Context: an optimization exercise on an open-source flow, tuned for small area and a short achievable clock period. The choices shown serve that exercise and are no tape-out recipe. Function was checked by simulation only, so behaviour that the tests miss may differ from the original. Power figures rest on the tool's default switching activity, not on a simulated workload.

[config.mk]
export PLATFORM = sky130hd
export DESIGN_NAME = core
export DESIGN_NICKNAME = core
export VERILOG_FILES = /design/flow/design.v
export SDC_FILE = /design/flow/constraint.sdc
export NUM_CORES = 4
export LEC_CHECK = 0
export CAP_MARGIN = 20
export CORE_MARGIN = 2
export CORE_UTILIZATION = 35
export PLACE_DENSITY = 0.55
export SLEW_MARGIN = 20
[constraint.sdc]
create_clock -name core_clock -period 13.0 [get_ports {CLK}]
set_input_delay 2.6000 -clock core_clock [delete_from_list [all_inputs] [get_ports {CLK}]]
set_output_delay 2.6000 -clock core_clock [all_outputs]
set_load 0.01 [all_outputs]
[design.v]
`timescale 1ns / 1ps
module miriscv_alu (operator_i, operand_a_i, operand_b_i, result_o, flag_o);
input		[5-1:0]	operator_i;
input		[31:0]				operand_a_i;
input		[31:0]				operand_b_i;
output 		[31:0]				result_o;
output 							flag_o;
assign	result_o	= alu_solve(operator_i, operand_a_i, operand_b_i);
assign	flag_o		= alu_compare(operator_i, operand_a_i, operand_b_i);
function automatic [31:0] alu_solve;
	input [5-1:0] operator_i;
	input [31:0] operand_a_i;
	input [31:0] operand_b_i;
	begin
		case (operator_i)
			5'b00000: alu_solve = operand_a_i  +  operand_b_i;
			5'b01000: alu_solve = operand_a_i  -  operand_b_i;
			5'b00100: alu_solve = operand_a_i  ^  operand_b_i;
			5'b00110 : alu_solve = operand_a_i  |  operand_b_i;
			5'b00111: alu_solve = operand_a_i  &  operand_b_i;
			5'b00101: alu_solve = operand_a_i >>  operand_b_i;
			5'b00001: alu_solve = operand_a_i <<  operand_b_i;
			5'b11110: alu_solve = operand_a_i  <  operand_b_i;
			5'b11111: alu_solve = operand_a_i >=  operand_b_i;
			5'b11000 : alu_solve = operand_a_i ==  operand_b_i;
			5'b11001 : alu_solve = operand_a_i !=  operand_b_i;
			5'b01101: alu_solve = $signed(operand_a_i) >>> $signed(operand_b_i);
			5'b11100: alu_solve = $signed(operand_a_i)  <  $signed(operand_b_i);
			5'b11101: alu_solve = $signed(operand_a_i) >=  $signed(operand_b_i);
			5'b00010: alu_solve = $signed(operand_a_i) < $signed(operand_b_i);
			5'b00011: alu_solve = operand_a_i < operand_b_i;
			default: alu_solve = 32'b0;
		endcase
	end
endfunction
function automatic [31:0] alu_compare;
	input [5-1:0] operator_i;
	input [31:0] operand_a_i;
	input [31:0] operand_b_i;
	begin
		case (operator_i)
			5'b00000: alu_compare = 32'b0;
			5'b01000: alu_compare = 32'b0;
			5'b00100: alu_compare = 32'b0;
			5'b00110 : alu_compare = 32'b0;
			5'b00111: alu_compare = 32'b0;
			5'b01101: alu_compare = 32'b0;
			5'b00101: alu_compare = 32'b0;
			5'b00001: alu_compare = 32'b0;
			5'b11100: alu_compare = result_o;
			5'b11110: alu_compare = result_o;
			5'b11101: alu_compare = result_o;
			5'b11111: alu_compare = result_o;
			5'b11000 : alu_compare = result_o;
			5'b11001 : alu_compare = result_o;
			default: alu_compare = 32'b0;
		endcase
	end
endfunction
endmodule
`timescale 1ns / 1ps
module reg_file (
	input						rst,
	input						clk,
	input			[4:0]		ra1,
	input			[4:0]		ra2,
	input			[4:0]		wa,
	input			[31:0]	wd,
	input						we,
	output 		[31:0]	rd1,
	output 		[31:0]	rd2
);
reg	[31 : 0]	REG	[0:31];
assign rd1 = (ra1 == 5'd0) ? 32'd0 : REG[ra1];
assign rd2 = (ra2 == 5'd0) ? 32'd0 : REG[ra2];
always @(posedge clk) begin
	if (we && wa != 3'b000)
		REG[wa] <= wd;
end
endmodule
`timescale 1ns / 1ps
module miriscv_decode (fetched_instr_i, int_i, int_rst_o, ex_op_a_sel_o,
   ex_op_b_sel_o, alu_op_o, mem_req_o, mem_we_o, mem_size_o, gpr_we_a_o,
   wb_src_sel_o, illegal_instr_o, branch_o, jal_o, jalr_o, csr_sel_o,
   csr_opcode_o);
input        [31:0]               fetched_instr_i;
input                             int_i;
output reg                        int_rst_o;
output reg   [1:0]                ex_op_a_sel_o;
output reg   [2:0]                ex_op_b_sel_o;
output reg   [5-1:0]  alu_op_o;
output reg                        mem_req_o;
output reg                        mem_we_o;
output reg   [2:0]                mem_size_o;
output reg                        gpr_we_a_o;
output reg                        wb_src_sel_o;
output reg                        illegal_instr_o;
output reg                        branch_o;
output reg                        jal_o;
output reg  [1:0]                 jalr_o;
output reg                        csr_sel_o;
output      [2:0]                 csr_opcode_o;
wire     [4:0] op_code  = fetched_instr_i[6:2];
wire     [2:0] funct3   = fetched_instr_i[14:12];
wire     [6:0] funct7   = fetched_instr_i[31:25];
wire           ecall    = fetched_instr_i == 32'h100073;
wire           op_code_2= ecall || int_i;  
reg     [1:0] op_code_10;
assign csr_opcode_o = {op_code_2, op_code_10};
always @(*) begin
   ex_op_a_sel_o     <= 0;
   ex_op_b_sel_o     <= 0;
   alu_op_o          <= 0;
   mem_req_o         <= 0;
   mem_we_o          <= 0;
   mem_size_o        <= 0;
   gpr_we_a_o        <= 0;
   wb_src_sel_o      <= 0;
   illegal_instr_o   <= 0;
   branch_o          <= 0;
   jal_o             <= 0;
   jalr_o            <= 0;
   csr_sel_o         <= 0;
   op_code_10        <= 0;
   int_rst_o         <= 0;
   if (op_code_2) begin
      jalr_o         <= 2'd3;
   end else if (fetched_instr_i[1:0] != 2'b11) begin
      illegal_instr_o <= 1'b1;
   end else begin
   case (op_code)
      5'b01_100:                                                                
         begin                                                                   
            ex_op_a_sel_o  <= 2'd0;
            ex_op_b_sel_o  <= 3'd0;
            mem_req_o      <= 1'd0;
            mem_we_o       <= 0;
            mem_size_o     <= 0;
            gpr_we_a_o     <= 1'd1;
            wb_src_sel_o   <= 1'd0;
            branch_o       <= 1'd0;
            jal_o          <= 1'd0;
            jalr_o         <= 2'd0;
            alu_op_o       <= 0;
            case (funct3)
               3'b000:                                                           
                  begin
                     if (funct7 == 7'b0000000) begin                             
                        alu_op_o          <= 5'b00000;
                     end else if (funct7 == 7'b0100000) begin                    
                        alu_op_o          <= 5'b01000;
                     end else begin                                              
                        illegal_instr_o   <= 1'b1;
                     end
                  end
               3'b001:
                  begin
                     if (funct7 == 7'b0000000) begin                             
                        alu_op_o          <= 5'b00001;
                     end else begin                                              
                        illegal_instr_o   <= 1'b1;
                     end
                  end
               3'b010:
                  begin
                     if (funct7 == 7'b0000000) begin                             
                        alu_op_o          <= 5'b00010;
                     end else begin                                              
                        illegal_instr_o   <= 1'b1;
                     end
                  end
               3'b011:
                   begin
                     if (funct7 == 7'b0000000) begin                             
                        alu_op_o          <= 5'b00011;
                     end else begin                                              
                        illegal_instr_o   <= 1'b1;
                     end
                  end
               3'b100:
                   begin
                     if (funct7 == 7'b0000000) begin                             
                        alu_op_o          <= 5'b00100;
                     end else begin                                              
                        illegal_instr_o   <= 1'b1;
                     end
                  end
               3'b101:
                   begin
                     if (funct7 == 7'b0000000) begin                             
                        alu_op_o          <= 5'b00101;
                     end else if (funct7 == 7'b0000001) begin                    
                        alu_op_o          <= 5'b01101;
                     end else begin                                              
                        illegal_instr_o   <= 1'b1;
                     end
                  end
               3'b110:
                   begin
                     if (funct7 == 7'b0000000) begin                             
                        alu_op_o          <= 5'b00110;
                     end else begin                                              
                        illegal_instr_o   <= 1'b1;
                     end
                  end
               3'b111:
                   begin
                     if (funct7 == 7'b0000000) begin                             
                        alu_op_o          <= 5'b00111;
                     end else begin                                              
                        illegal_instr_o   <= 1'b1;
                     end
                  end
               default:
                     illegal_instr_o      <= 1'b1;
            endcase
         end
      5'b00_100:                                                            
         begin                                                                   
            ex_op_a_sel_o  <= 2'd0;
            ex_op_b_sel_o  <= 3'd1;
            mem_req_o      <= 1'd0;
            mem_we_o       <= 0;
            mem_size_o     <= 0;
            gpr_we_a_o     <= 1'd1;
            wb_src_sel_o   <= 1'd0;
            branch_o       <= 1'd0;
            jal_o          <= 1'd0;
            jalr_o         <= 2'd0;
            alu_op_o       <= 0;
            case (funct3)
               3'b000: alu_op_o             <= 5'b00000;                         
               3'b010: alu_op_o             <= 5'b00010;                        
               3'b011: alu_op_o             <= 5'b00011;                        
               3'b100: alu_op_o             <= 5'b00100;                         
               3'b110: alu_op_o             <= 5'b00110;                          
               3'b111: alu_op_o             <= 5'b00111;                         
               3'b001:
                  begin
                     if (funct7 == 7'b0000000) begin                             
                        alu_op_o          <= 5'b00001;
                     end else begin                                              
                        illegal_instr_o   <= 1'd1;
                     end
                  end
               3'b101:
                  begin
                     if (funct7 == 7'b0000000) begin                             
                        alu_op_o          <= 5'b00101;
                     end else if (funct7 == 7'b0100000) begin                    
                        alu_op_o          <= 5'b01101;
                     end else begin                                              
                        illegal_instr_o   <= 1'd1;
                     end
                  end
               default:
                     illegal_instr_o      <= 1'd1;
            endcase
         end
      5'b01_101:                                                               
         begin
            ex_op_a_sel_o     <= 2'd2;
            ex_op_b_sel_o     <= 3'd2;
            alu_op_o          <= 0;
            mem_req_o         <= 1'd0;
            mem_we_o          <= 0;
            mem_size_o        <= 0;
            gpr_we_a_o        <= 1'd1;
            wb_src_sel_o      <= 1'd0;
            illegal_instr_o   <= 1'd0;
            branch_o          <= 1'd0;
            jal_o             <= 1'd0;
            jalr_o            <= 2'd0;
         end
      5'b00_000:                                                              
         begin
            ex_op_a_sel_o  <= 2'd0;
            ex_op_b_sel_o  <= 3'd1;
            alu_op_o       <= 5'b00000;
            mem_we_o       <= 0;
            gpr_we_a_o     <= 1'd1;
            wb_src_sel_o   <= 1'd1;
            branch_o       <= 1'd0;
            jal_o          <= 1'd0;
            jalr_o         <= 2'd0;
            case (funct3)
               3'b000,                                                           
               3'b001,                                                           
               3'b010,                                                           
               3'b100,                                                           
               3'b101:                                                           
                  begin
                     mem_req_o         <= 1'd1;
                     mem_size_o        <= funct3;
                  end
               default:                                                          
                  begin
                     illegal_instr_o   <= 1'd1;
                     gpr_we_a_o        <= 1'd0;
                  end
            endcase
         end
      5'b01_000:                                                             
         begin
            ex_op_a_sel_o  <= 2'd0;
            ex_op_b_sel_o  <= 3'd3;
            alu_op_o       <= 5'b00000;
            mem_we_o       <= 1'b1;
            gpr_we_a_o     <= 1'd0;
            wb_src_sel_o   <= 1'd1;
            branch_o       <= 1'd0;
            jal_o          <= 1'd0;
            jalr_o         <= 2'd0;
            case (funct3)
               3'b000,                                                           
               3'b001,                                                           
               3'b010:                                                           
                  begin
                     mem_req_o         <= 1'd1;
                     mem_size_o        <= funct3;
                  end
               default:                                                          
                     illegal_instr_o   <= 1'd1;
            endcase
         end
      5'b11_000:                                                            
         begin
            ex_op_a_sel_o     <= 2'd0;
            ex_op_b_sel_o     <= 3'd0;
            mem_req_o         <= 1'd0;
            mem_we_o          <= 0;
            mem_size_o        <= 0;
            gpr_we_a_o        <= 1'd0;
            wb_src_sel_o      <= 0;
            branch_o          <= 1'd1;
            jal_o             <= 1'd0;
            jalr_o            <= 2'd0;
            case (funct3)
               3'b000: alu_op_o   <= 5'b11000;                                    
               3'b001: alu_op_o   <= 5'b11001;                                    
               3'b100: alu_op_o   <= 5'b11100;                                   
               3'b101: alu_op_o   <= 5'b11101;                                   
               3'b110: alu_op_o   <= 5'b11110;                                   
               3'b111: alu_op_o   <= 5'b11111;                                   
               default:
                  illegal_instr_o  <= 1'd1;                                      
            endcase
         end
      5'b11_011:                                                               
         begin
            ex_op_a_sel_o        <= 1'd1;
            ex_op_b_sel_o        <= 3'd4;
            alu_op_o             <= 5'b00000;
            mem_req_o            <= 1'd0;
            mem_we_o             <= 0;
            mem_size_o           <= 0;
            gpr_we_a_o           <= 1'd1;
            wb_src_sel_o         <= 1'd0;
            illegal_instr_o      <= 0;
            branch_o             <= 1'd0;
            jal_o                <= 1'd1;
            jalr_o               <= 2'd0;
         end
      5'b11_001:                                                              
         begin
            if (funct3 == 3'b000) begin
               ex_op_a_sel_o     <= 1'd1;
               ex_op_b_sel_o     <= 3'd4;
               alu_op_o          <= 5'b00000;
               mem_req_o         <= 1'd0;
               mem_we_o          <= 0;
               mem_size_o        <= 0;
               gpr_we_a_o        <= 1'd1;
               wb_src_sel_o      <= 1'd0;
               illegal_instr_o   <= 0;
               branch_o          <= 1'd0;
               jal_o             <= 1'd0;
               jalr_o            <= 2'd1;
            end else begin
               illegal_instr_o   <= 1'b1;
            end
         end
      5'b00_101:                                                             
         begin
            ex_op_a_sel_o        <= 2'd1;
            ex_op_b_sel_o        <= 3'd2;
            alu_op_o             <= 5'b00000;
            mem_req_o            <= 1'd0;
            mem_we_o             <= 0;
            mem_size_o           <= 0;
            gpr_we_a_o           <= 1'd1;
            wb_src_sel_o         <= 1'd0;
            illegal_instr_o      <= 0;
            branch_o             <= 1'd0;
            jal_o                <= 1'd0;
            jalr_o               <= 2'd0;
         end
      5'b00_011:                                                             
         begin
         end
      5'b11_100:                                                            
         begin
            if (fetched_instr_i[31:7] == 25'h2000) begin  
               jalr_o         <= 2'd3;
            end else if (fetched_instr_i[31:7] == 25'h0) begin  
               jalr_o         <= 2'd2;
               int_rst_o      <= 1'd1;
            end else begin
               case (funct3) 
                  3'b001,                                                        
                  3'b010,                                                        
                  3'b011:                                                        
                     begin
                        csr_sel_o   <= 1'd1;
                        op_code_10  <= funct3[1:0];
                        gpr_we_a_o  <= 1'd1;
                     end
               default:
                  illegal_instr_o <= 1'b1;
               endcase
            end
         end
      default:
            illegal_instr_o <= 1'b1;
   endcase
end
end
endmodule
`timescale 1ns / 1ps
module miriscv_lsu (clk, reset, lsu_addr_i, lsu_we_i, lsu_size_i, lsu_data_i,
    lsu_req_i, lsu_busy_o, lsu_data_o, mem_data_mi, mem_req_mo, mem_we_mo,
    mem_mask_mo, mem_addr_mo, mem_data_mo);
input   clk;
input   reset;
input       [31:0]  lsu_addr_i;
input               lsu_we_i;
input       [2:0]   lsu_size_i;
input       [31:0]  lsu_data_i;
input               lsu_req_i;
output              lsu_busy_o;
output reg  [31:0]  lsu_data_o;
input       [31:0]  mem_data_mi;
output              mem_req_mo;
output              mem_we_mo;
output reg  [3:0]   mem_mask_mo;
output      [31:0]  mem_addr_mo;
output reg  [31:0]  mem_data_mo;
wire    [1:0]   offset          = lsu_addr_i[1:0];
wire    [31:0]  x8offset        = offset << 3;
wire    [31:0]  srl_rdata       = mem_data_mi >> x8offset;
assign  lsu_busy_o  = 1'b0;
assign  mem_req_mo  = lsu_req_i;
assign  mem_we_mo   = lsu_we_i;
assign  mem_addr_mo = lsu_addr_i;
always @(*) begin
    lsu_data_o  = srl_rdata;
    mem_mask_mo = 4'b1111;
    mem_data_mo = lsu_data_i;
    case (lsu_size_i)
        3'b000: lsu_data_o    = sign_8extend(srl_rdata);
        3'b001: lsu_data_o    = sign_16extend(srl_rdata);
        3'b010: lsu_data_o    = srl_rdata;
        3'b100: lsu_data_o    = srl_rdata & 'hff;
        3'b101: lsu_data_o    = srl_rdata & 'hffff;
    endcase
    case (lsu_size_i)
        3'b100,
        3'b000: mem_mask_mo   = 4'b1  << offset;
        3'b001,
        3'b101: mem_mask_mo   = 4'b11 << offset;
        3'b010: mem_mask_mo   = 4'b1111;
    endcase
    case (lsu_size_i)
        3'b000: mem_data_mo   = {4{lsu_data_i[7:0]}};
        3'b001: mem_data_mo   = {2{lsu_data_i[15:0]}};
        3'b010: mem_data_mo   = lsu_data_i;
    endcase
end
function automatic [31:0] sign_8extend;
    input [7:0] val;
    begin
        sign_8extend = {{24{val[7]}}, val[7:0]};
    end
endfunction
function automatic [31:0] sign_16extend;
    input [15:0] val;
    begin
        sign_16extend = {{16{val[15]}}, val[15:0]};
    end
endfunction
endmodule
`timescale 1ns / 1ps
module miriscv_csr(clk, reset, csr_opcode_i, csr_mcause_i, csr_pc_i,
    csr_address_i, csr_write_data_i, csr_mie_o, csr_mtvec_o, csr_mepc_o,
    csr_read_data_o);
input           clk;
input           reset;
input   [2:0]   csr_opcode_i;
input   [31:0]  csr_mcause_i;
input   [31:0]  csr_pc_i;
input   [11:0]  csr_address_i;
input   [31:0]  csr_write_data_i;
output  [31:0]  csr_mie_o;
output  [31:0]  csr_mtvec_o;
output  [31:0]  csr_mepc_o;
output  [31:0]  csr_read_data_o;
reg     [31:0]  mie;
reg     [31:0]  mtvec;
reg     [31:0]  mscratch;
reg     [31:0]  mepc;
reg     [31:0]  mcause;
assign  csr_mie_o       = mie;
assign  csr_mtvec_o     = mtvec;
assign  csr_mepc_o      = mepc;
assign  csr_read_data_o = get_reg(csr_address_i);
always @(posedge clk) begin
    if (reset) begin
        mie         <= ~(32'd0);
        mtvec       <= 32'd0;
        mscratch    <= 32'd0;
        mepc        <= 32'd0;
        mcause      <= 32'd0;
    end else if (csr_opcode_i[2]) begin
        mepc        <= csr_pc_i;
        mcause      <= csr_mcause_i;
    end else if (csr_opcode_i != 2'd0) begin
        case (csr_address_i)
            12'h304: mie      <= do_instr(mie);
            12'h305: mtvec    <= do_instr(mtvec);
            12'h340: mscratch <= do_instr(mscratch);
            12'h341: mepc     <= do_instr(mepc);
            12'h342: mcause   <= do_instr(mcause);
        endcase
    end
end
function automatic [31:0] do_instr;
    input   [31:0]  reg_val;
    begin
        case (csr_opcode_i[1:0])
            2'd1: do_instr = csr_write_data_i;
            2'd2: do_instr = csr_write_data_i | reg_val;
            2'd3: do_instr = ~csr_write_data_i & reg_val;
            default: do_instr = reg_val;
        endcase
    end
endfunction
function automatic [31:0] get_reg;
    input   [11:0]  address;
    begin
        case (address)
            12'h304: get_reg = mie;
            12'h305: get_reg = mtvec;
            12'h340: get_reg = mscratch;
            12'h341: get_reg = mepc;
            12'h342: get_reg = mcause;
            default: get_reg = 32'd0;
        endcase
    end
endfunction
endmodule
`timescale 1ns / 1ps
module core(RESET, CLK, raw_instr_mi, core_mem_pc_mo, mem_lsu_data_mi,
    lsu_mem_req_mo, lsu_mem_we_mo, lsu_mem_mask_mo, lsu_mem_addr_mo,
    lsu_mem_data_mo, int_i, dcode_int_rst_o, int_csr_mcause_i, csr_int_mie_o);
input               RESET;
input               CLK;
input       [31:0]  raw_instr_mi;
output      [31:0]  core_mem_pc_mo;
input       [31:0]  mem_lsu_data_mi;
output              lsu_mem_req_mo;
output              lsu_mem_we_mo;
output      [3:0]   lsu_mem_mask_mo;
output      [31:0]  lsu_mem_addr_mo;
output      [31:0]  lsu_mem_data_mo;
input               int_i;
output              dcode_int_rst_o;
input      [31:0]   int_csr_mcause_i;         
output      [31:0]  csr_int_mie_o;
wire            pc_do_branch;
wire    [31:0]  imm_I;
wire    [31:0]  imm_S;
wire    [31:0]  imm_J;
wire    [31:0]  imm_B;
wire    [31:0]  imm_U;
wire    [31:0]  alu_op1_i;
wire    [31:0]  alu_op2_i;
wire    [5 - 1:0]   alu_opcode_i;
wire            alu_flag_o;
wire    [31:0]  alu_sol_o;
wire    [4:0]   rf_ra1_i;
wire    [4:0]   rf_ra2_i;
wire    [4:0]   rf_wa_i;
wire    [31:0]  rf_wd_i;
wire            rf_we_i;
wire    [31:0]  rf_rd1_o;
wire    [31:0]  rf_rd2_o;
wire    [31:0]  dcode_isntr_i;
wire            dcode_int_i;
wire    [1:0]   dcode_alu_op1_sel_o;
wire    [2:0]   dcode_alu_op2_sel_o;
wire    [5-1:0] dcode_alu_opode_o;
wire            dcode_mem_req_o;
wire            dcode_mem_we_o;
wire    [2:0]   dcode_mem_size_o;
wire            dcode_rf_we_o;
wire            dcode_rf_wd_sel_o;
wire            illegal_instr_o;
wire            branch_o;
wire            jal_o;
wire   [1:0]    jalr_o;
wire            dcode_csr_sel_o;
wire     [2:0]  dcode_csr_opcode_o;
wire    [31:0]  lsu_addr_i;
wire            lsu_we_i;
wire    [2:0]   lsu_size_i;
wire    [31:0]  lsu_data_i;
wire            lsu_req_i;
wire    [31:0]  lsu_data_o;
wire    [2:0]  csr_opcode_i;
wire    [31:0] csr_mcause_i;
wire    [11:0]  csr_address_i;
wire    [31:0]  csr_write_data_i;
wire    [31:0]  csr_mie_o;
wire    [31:0]  csr_mtvec_o;
wire    [31:0]  csr_mepc_o;
wire    [31:0]  csr_read_data_o;
reg     [31:0]  reg_pc;
miriscv_alu ALU (
    .operand_a_i    (alu_op1_i   ),         
    .operand_b_i    (alu_op2_i   ),         
    .operator_i     (alu_opcode_i),         
    .flag_o         (alu_flag_o  ),         
    .result_o       (alu_sol_o   )          
);
reg_file REG_FILE (
    .rst            (RESET   ),             
    .clk            (CLK     ),             
    .ra1            (rf_ra1_i),             
    .ra2            (rf_ra2_i),             
    .wa             (rf_wa_i ),             
    .wd             (rf_wd_i ),             
    .we             (rf_we_i ),             
    .rd1            (rf_rd1_o),             
    .rd2            (rf_rd2_o)              
);
miriscv_decode MAIN_DECODER (
    .fetched_instr_i(dcode_isntr_i      ),  
    .int_i          (dcode_int_i        ),  
    .int_rst_o      (dcode_int_rst_o    ),  
    .ex_op_a_sel_o  (dcode_alu_op1_sel_o),  
    .ex_op_b_sel_o  (dcode_alu_op2_sel_o),  
    .alu_op_o       (dcode_alu_opode_o  ),  
    .mem_req_o      (dcode_mem_req_o    ),  
    .mem_we_o       (dcode_mem_we_o     ),  
    .mem_size_o     (dcode_mem_size_o   ),  
    .gpr_we_a_o     (dcode_rf_we_o      ),  
    .wb_src_sel_o   (dcode_rf_wd_sel_o  ),  
    .illegal_instr_o(illegal_instr_o    ),  
    .branch_o       (branch_o           ),  
    .jal_o          (jal_o              ),  
    .jalr_o         (jalr_o             ),  
    .csr_sel_o      (dcode_csr_sel_o    ),  
    .csr_opcode_o   (dcode_csr_opcode_o )   
);
miriscv_lsu LSU (
    .clk            (CLK                ),
    .reset          (RESET              ),
    .lsu_addr_i     (lsu_addr_i         ),
    .lsu_we_i       (lsu_we_i           ),
    .lsu_size_i     (lsu_size_i         ),
    .lsu_data_i     (lsu_data_i         ),
    .lsu_req_i      (lsu_req_i          ),
    .lsu_busy_o     (                   ),
    .lsu_data_o     (lsu_data_o         ),
    .mem_data_mi    (mem_lsu_data_mi    ),
    .mem_req_mo     (lsu_mem_req_mo     ),
    .mem_we_mo      (lsu_mem_we_mo      ),
    .mem_mask_mo    (lsu_mem_mask_mo    ),
    .mem_addr_mo    (lsu_mem_addr_mo    ),
    .mem_data_mo    (lsu_mem_data_mo    )
);
miriscv_csr CSR (
    .clk             (CLK),
    .reset           (RESET),
    .csr_opcode_i    (csr_opcode_i),
    .csr_mcause_i    (csr_mcause_i),
    .csr_pc_i        (reg_pc),
    .csr_address_i   (csr_address_i),
    .csr_write_data_i(csr_write_data_i),
    .csr_mie_o       (csr_mie_o),
    .csr_mtvec_o     (csr_mtvec_o),
    .csr_mepc_o      (csr_mepc_o),
    .csr_read_data_o (csr_read_data_o)
);
assign  alu_op1_i       = decoder_3 (
    dcode_alu_op1_sel_o,                   
    rf_rd1_o,                              
    reg_pc,                                
    32'b0                                  
);
assign  alu_op2_i       = decoder_5 (
    dcode_alu_op2_sel_o,                   
    rf_rd2_o,                              
    imm_I,                                 
    {raw_instr_mi[31:12], 12'b0},          
    imm_S,                                 
    32'd4                                  
);
assign alu_opcode_i     = dcode_alu_opode_o;
assign  rf_ra1_i        = raw_instr_mi[19:15];
assign  rf_ra2_i        = raw_instr_mi[24:20];
assign  rf_wa_i         = raw_instr_mi[11:7];
assign  rf_wd_i         = dcode_csr_sel_o ? csr_read_data_o :
    (dcode_rf_wd_sel_o ? lsu_data_o : alu_sol_o);
assign  rf_we_i         = dcode_rf_we_o;
assign  lsu_addr_i      = alu_sol_o;
assign  lsu_data_i      = rf_rd2_o;
assign  lsu_req_i       = dcode_mem_req_o;
assign  lsu_we_i        = dcode_mem_we_o;
assign  lsu_size_i      = dcode_mem_size_o;
assign  core_mem_pc_mo  = reg_pc;
assign  dcode_isntr_i   = raw_instr_mi;
assign  dcode_int_i     = int_i;
assign  csr_opcode_i    = dcode_csr_opcode_o;
assign  csr_mcause_i    = int_csr_mcause_i;
assign  csr_address_i   = raw_instr_mi[31:20];
assign  csr_write_data_i= rf_rd1_o;
assign  csr_int_mie_o   = csr_mie_o;
assign  pc_do_branch    = jal_o || (alu_flag_o && branch_o);
assign  imm_I           = {
    {21{raw_instr_mi[31]}}, raw_instr_mi[30:20]
};
assign  imm_S           = {
    {21{raw_instr_mi[31]}}, raw_instr_mi[30:25], raw_instr_mi[11:7]
};
assign  imm_B           = {
    {20{raw_instr_mi[31]}}, raw_instr_mi[7], raw_instr_mi[30:25],
    raw_instr_mi[11:8], 1'b0
};
assign  imm_J           = {
    {12{raw_instr_mi[31]}}, raw_instr_mi[19:12], raw_instr_mi[20],
    raw_instr_mi[30:21], 1'b0
};
assign  imm_U           = {
    raw_instr_mi[31:12], 12'b0
};
always @(posedge CLK) begin
    if (RESET) begin
        reg_pc <= 32'b0;
    end
    else begin
        case (jalr_o)
            2'd0:
                begin
                    if (pc_do_branch) begin
                        reg_pc <= reg_pc + (branch_o ? imm_B : imm_J);
                    end else begin
                        reg_pc <= reg_pc + 31'd4;
                    end
                end
            2'd1: reg_pc <= rf_rd1_o + (imm_I << 2);
            2'd2: reg_pc <= csr_mepc_o;
            2'd3: reg_pc <= csr_mtvec_o;
        endcase
    end
end
function automatic [31:0] decoder_3;
    input [1:0]     select;
    input [31:0]    out_0;
    input [31:0]    out_1;
    input [31:0]    out_2;
    begin
        case (select)
            2'd0: decoder_3 = out_0;
            2'd1: decoder_3 = out_1;
            2'd2: decoder_3 = out_2;
            default: decoder_3 = 32'd0;
        endcase
    end
endfunction
function automatic [31:0] decoder_5;
    input [2:0]     select;
    input [31:0]    out_0;
    input [31:0]    out_1;
    input [31:0]    out_2;
    input [31:0]    out_3;
    input [31:0]    out_4;
    begin
        case (select)
            3'd0: decoder_5 = out_0;
            3'd1: decoder_5 = out_1;
            3'd2: decoder_5 = out_2;
            3'd3: decoder_5 = out_3;
            3'd4: decoder_5 = out_4;
            default: decoder_5 = 32'd0;
        endcase
    end
endfunction
function automatic [31:0] reg_file_ws;
    input   ws;
    input   csr;
    begin
        if (csr) begin
            reg_file_ws = csr_read_data_o;
        end else if (ws) begin
            reg_file_ws = lsu_data_o;
        end else begin
            reg_file_ws = alu_sol_o;
        end
    end
endfunction
endmodule
[run.sh]
#!/bin/bash
# synth_recipe.tcl (not shown) runs the flow's synth.tcl, then flattens the netlist and writes it again
# the make line also repeats each setting of config.mk as NAME=value (left out here)
make -C /OpenROAD-flow-scripts/flow DESIGN_CONFIG=/design/flow/config.mk WORK_HOME=/design/flow/orfs CLKGATE_MAP_FILE= SYNTH_SCRIPT=/design/flow/synth_recipe.tcl finish
==> qor.txt <==
status = finished clean
Pins Over Slew Limit = 0
CTS buffer count = 135
RSZ-0062 raised after global routing = false
most frequent CP cell = buf_4
dpl cells = 9302
area grow syn2layout = 17.39%
Synth area leaders = edfxtp_1 42%, mux4_2 11%, mux2i_1 6.5%
Worst-Skew Late Latency = 800 ps
Total Die Area = 212000 um^2
leak pwr = 29.86 nW
WL per Instance = 36.72 um
Yosys Warn Count = 6
Commonest cells post-synth = 1024 x edfxtp_1, 494 x nand2_1, 470 x mux2i_1
Post-Route Skew = 38.85 ps
Initial Util = 35.21%
first-pass GRT wire length = 478.2 mm
dpl hpwl = 245.7 mm
First DRT Iteration DRCs = 10250
fin crit share = 98.00%
worst slack, placed = 360.1 ps
worst-path fanout max = 38
cts hold-fix bufs = 0
cell accounting for the most synthesized area = edfxtp_1
EDFF count, synth = 1024
CP required = 10400 ps
DRC errors left = 0
Worst-Margin Slew = 1325 ps
H-tree level count = 4
Async SR Flop Fraction = 0%
share of layout cells above drive strength 1 = 19.06%
GRT Residual Overflow = 0
Setup-failing EPs final = 0
Most used DFF post-synth = edfxtp_1
row cnt = 167
DRT Wirelength = 350.7 mm
synth unique cells = 109
Chip Width = 460.4 um
DR vias/cell = 6.532
via count = 62390
Tot GR Track Use = 32.18%
CTS clk-pin slew, worst paths = 50 ps
kind of critical path = primary input to primary output
critical path's slowest cell = buf_4
# IOs = 234
Max Freq = 78.49 MHz
fillers = 19470
CTS tree = built
Final Wtd Congestion = 1.033
Non-Filler Instances = 9552
Max-cap violations = 0
largest net degree at the start of global routing = 104
Post-Route Setup TNS = 0 ps
Worst slew margin = 10.85%
Final Critical Period = 12740 ps
drt pass-1 iters = 7
synthesized area = 72910 um^2
worst min path class = flip-flop to flip-flop
Die H = 460.4 um
Yosys reg bits = 1216
CP Launch Type = primary input
input/output buffers = 233
Max VDD drop = 0.0001587 V
Worst Path Arrival = 10140 ps
Final Net Count = 6914
Worst setup EP type = primary output
Worst Slack Setup Final = 259.7 ps
Final Hold Vio Count = 0
CP max stage delay = 700 ps
antenna violations before repair = 20
sequential share of the synthesized area = 47.44%
root buf cell = clkbuf_16
top-count cell post-synth = edfxtp_1
CTS max path bufs = 3
r2r worst-path depth = 24
vias in the first global route = 58580
PwrDens = 142.8 nW/um^2
post-synth top area share = 42.17%
core area = 207100 um^2
syn_area_per_cell = 11.67 um^2
Antenna Nets Post-Route = 0
Cells after Synth = 6247
hold depth = 2
Num Clock Sinks = 1216
[flip-flops by register name (all words and copies together) (netlist names)]
register / count
REG_FILE.REG: 1024
reg_pc: 32
CSR.mtvec: 32
CSR.mscratch: 32
CSR.mie: 32
CSR.mcause: 32
CSR.mepc: 32
[placed cells by master, fill, tap and decap left out, types with 26 or more instances in the layout]
| master | n |
|---|---|
| mux4_2 | 368 |
| clkinv_1 | 26 |
| and2_1 | 61 |
| nor3_1 | 127 |
| mux2i_1 | 470 |
| dfxtp_1 | 192 |
| o21bai_1 | 33 |
| clkdlybuf4s50_1 | 221 |
| or3_1 | 31 |
| nand2_1 | 493 |
| a221oi_1 | 83 |
| clkbuf_16 | 139 |
| nor2_4 | 36 |
| a221o_1 | 30 |
| o22ai_1 | 104 |
| a211oi_1 | 101 |
| mux2_2 | 48 |
| a22o_1 | 44 |
| a31oi_1 | 50 |
| a21o_1 | 43 |
| and3_1 | 36 |
| nor2_1 | 381 |
| o211ai_1 | 55 |
| buf_4 | 474 |
| a21oi_1 | 307 |
| a22oi_1 | 244 |
| edfxtp_1 | 1024 |
| a211o_1 | 27 |
| nand2b_1 | 69 |
| nand4_1 | 31 |
| nor4_1 | 30 |
| inv_1 | 119 |
| conb_1 | 32 |
| o221ai_1 | 49 |
| ha_1 | 158 |
| xnor2_1 | 58 |
| nand3_1 | 132 |
| xor2_1 | 30 |
| o21ai_0 | 280 |
[metrics by stage]
stage | area (um^2) | utilization (%) | power, mW | hold slack, ps
after global routing | 85570 | 41.33 | 12.51 | 498.5
after detailed placement | 81190 | 39.21 | 8.303 | 466.3
after floorplan | 73030 | - | 6.563 | 448.9
final | 85590 | 41.33 | 12.23 | 476.2
after CTS | 85570 | 41.32 | 12.12 | 474.5
after global placement | 81180 | 39.20 | 8.286 | 455.7
[layout make-up]
| type | instances | area [um^2] | area share [%] |
|---|---|---|---|
| Multi-Input combinational cell | 4446 | 36380 | 42.50 |
| Sequential cell | 1216 | 34590 | 40.42 |
| Timing Repair Buffer | 725 | 6259 | 7.312 |
| Clock buffer | 167 | 3623 | 4.233 |
| Tap cell | 2788 | 3488 | 4.076 |
| Clock inverter | 76 | 757.0 | 0.8844 |
| Inverter | 127 | 476.7 | 0.5570 |
| Antenna cell | 7 | 17.52 | 0.02047 |
[per-layer routing]
layer,vias to the layer above,global-route usage (%),wire (um)
li1,25520,-,-
met4,12,20.45,26470
met5,-,0,70
met3,857,6.794,40490
met2,4471,47.02,148600
met1,31530,43.31,135100
[logic make-up (layout without fill, tap and decap cells)]
family | Yosys count | in the layout | share of synthesized area (%)
xor+xnor | 88 | 88 | 1.057
simple gates | 1582 | 1582 | 10.26
compound gates | 1688 | 1688 | 15.89
other cells | 1 | 39 | 0.005143
buf+inv | 616 | 1095 | 3.755
flops | 1216 | 1216 | 47.44
mux | 892 | 892 | 18.73
fa+ha+maj | 164 | 164 | 2.855
[where the power goes]
| part | switching, mW | total [mW] | internal [mW] |
|---|---|---|---|
| combinational | 2.44 | 3.58 | 1.15 |
| sequential | 0.0601 | 4.78 | 4.72 |
| clock | 1.68 | 3.86 | 2.18 |
[critical path, delay by kind of cell]
| kind | cells | cell delay (ps) |
|---|---|---|
| XOR/XNOR | 1 | 60 |
| multiplexers | 1 | 210 |
| buffers and inverters | 9 | 3010 |
| adder cells (fa/ha/maj) | 1 | 310 |
| AND/OR/NAND/NOR | 5 | 1540 |
| AO/OA/AOI/OAI | 8 | 2340 |
[path summary, 6_finish.rpt]
path / from / end / slack, ps
max: raw_instr_mi[21] / lsu_mem_mask_mo[0] / 260
min: CSR.mscratch[23]$_SDFFE_PP0P_ / CSR.mscratch[23]$_SDFFE_PP0P_ / 480
max reg2reg: REG_FILE.REG[11][27]$_DFFE_PP_ / REG_FILE.REG[4][25]$_DFFE_PP_ / 4680
min reg2reg: CSR.mscratch[23]$_SDFFE_PP0P_ / CSR.mscratch[23]$_SDFFE_PP0P_ / 480
[what timing repair did]
action	4_1_cts	5_1_grt
gates resized for setup	0	1
setup buffers	0	0
setup endpoints to repair	0	1

## afterwards: timing with drivers on the ports
In the flow no input, the clock included, has a driving cell. The finished layout below was timed again as built, in two steps.
Step 1 assumes that a clkbuf_16 drives the clock port and a buf_2 every other input.
Step 2 moves the port delays by t, midway between the first and last clock arrival at a register: inputs arrive t later, outputs are due t later. That takes back most of the time a late clock gives input paths.
a / b / c = ideal ports / drivers / drivers and shift; a / b = the first two.
shift t [ns]: 0.873
slack for setup (ns): 0.260 / 0.122 / 0.122
worst setup path after step 2: input to output
latest minus earliest clock arrival (ns): 0.039 / 0.039
cell pins on the clock port's net: 1
After both steps this run still meets setup and hold. The setup slack of this run moves by -0.138 ns with the drivers and by -0.138 ns with both steps.
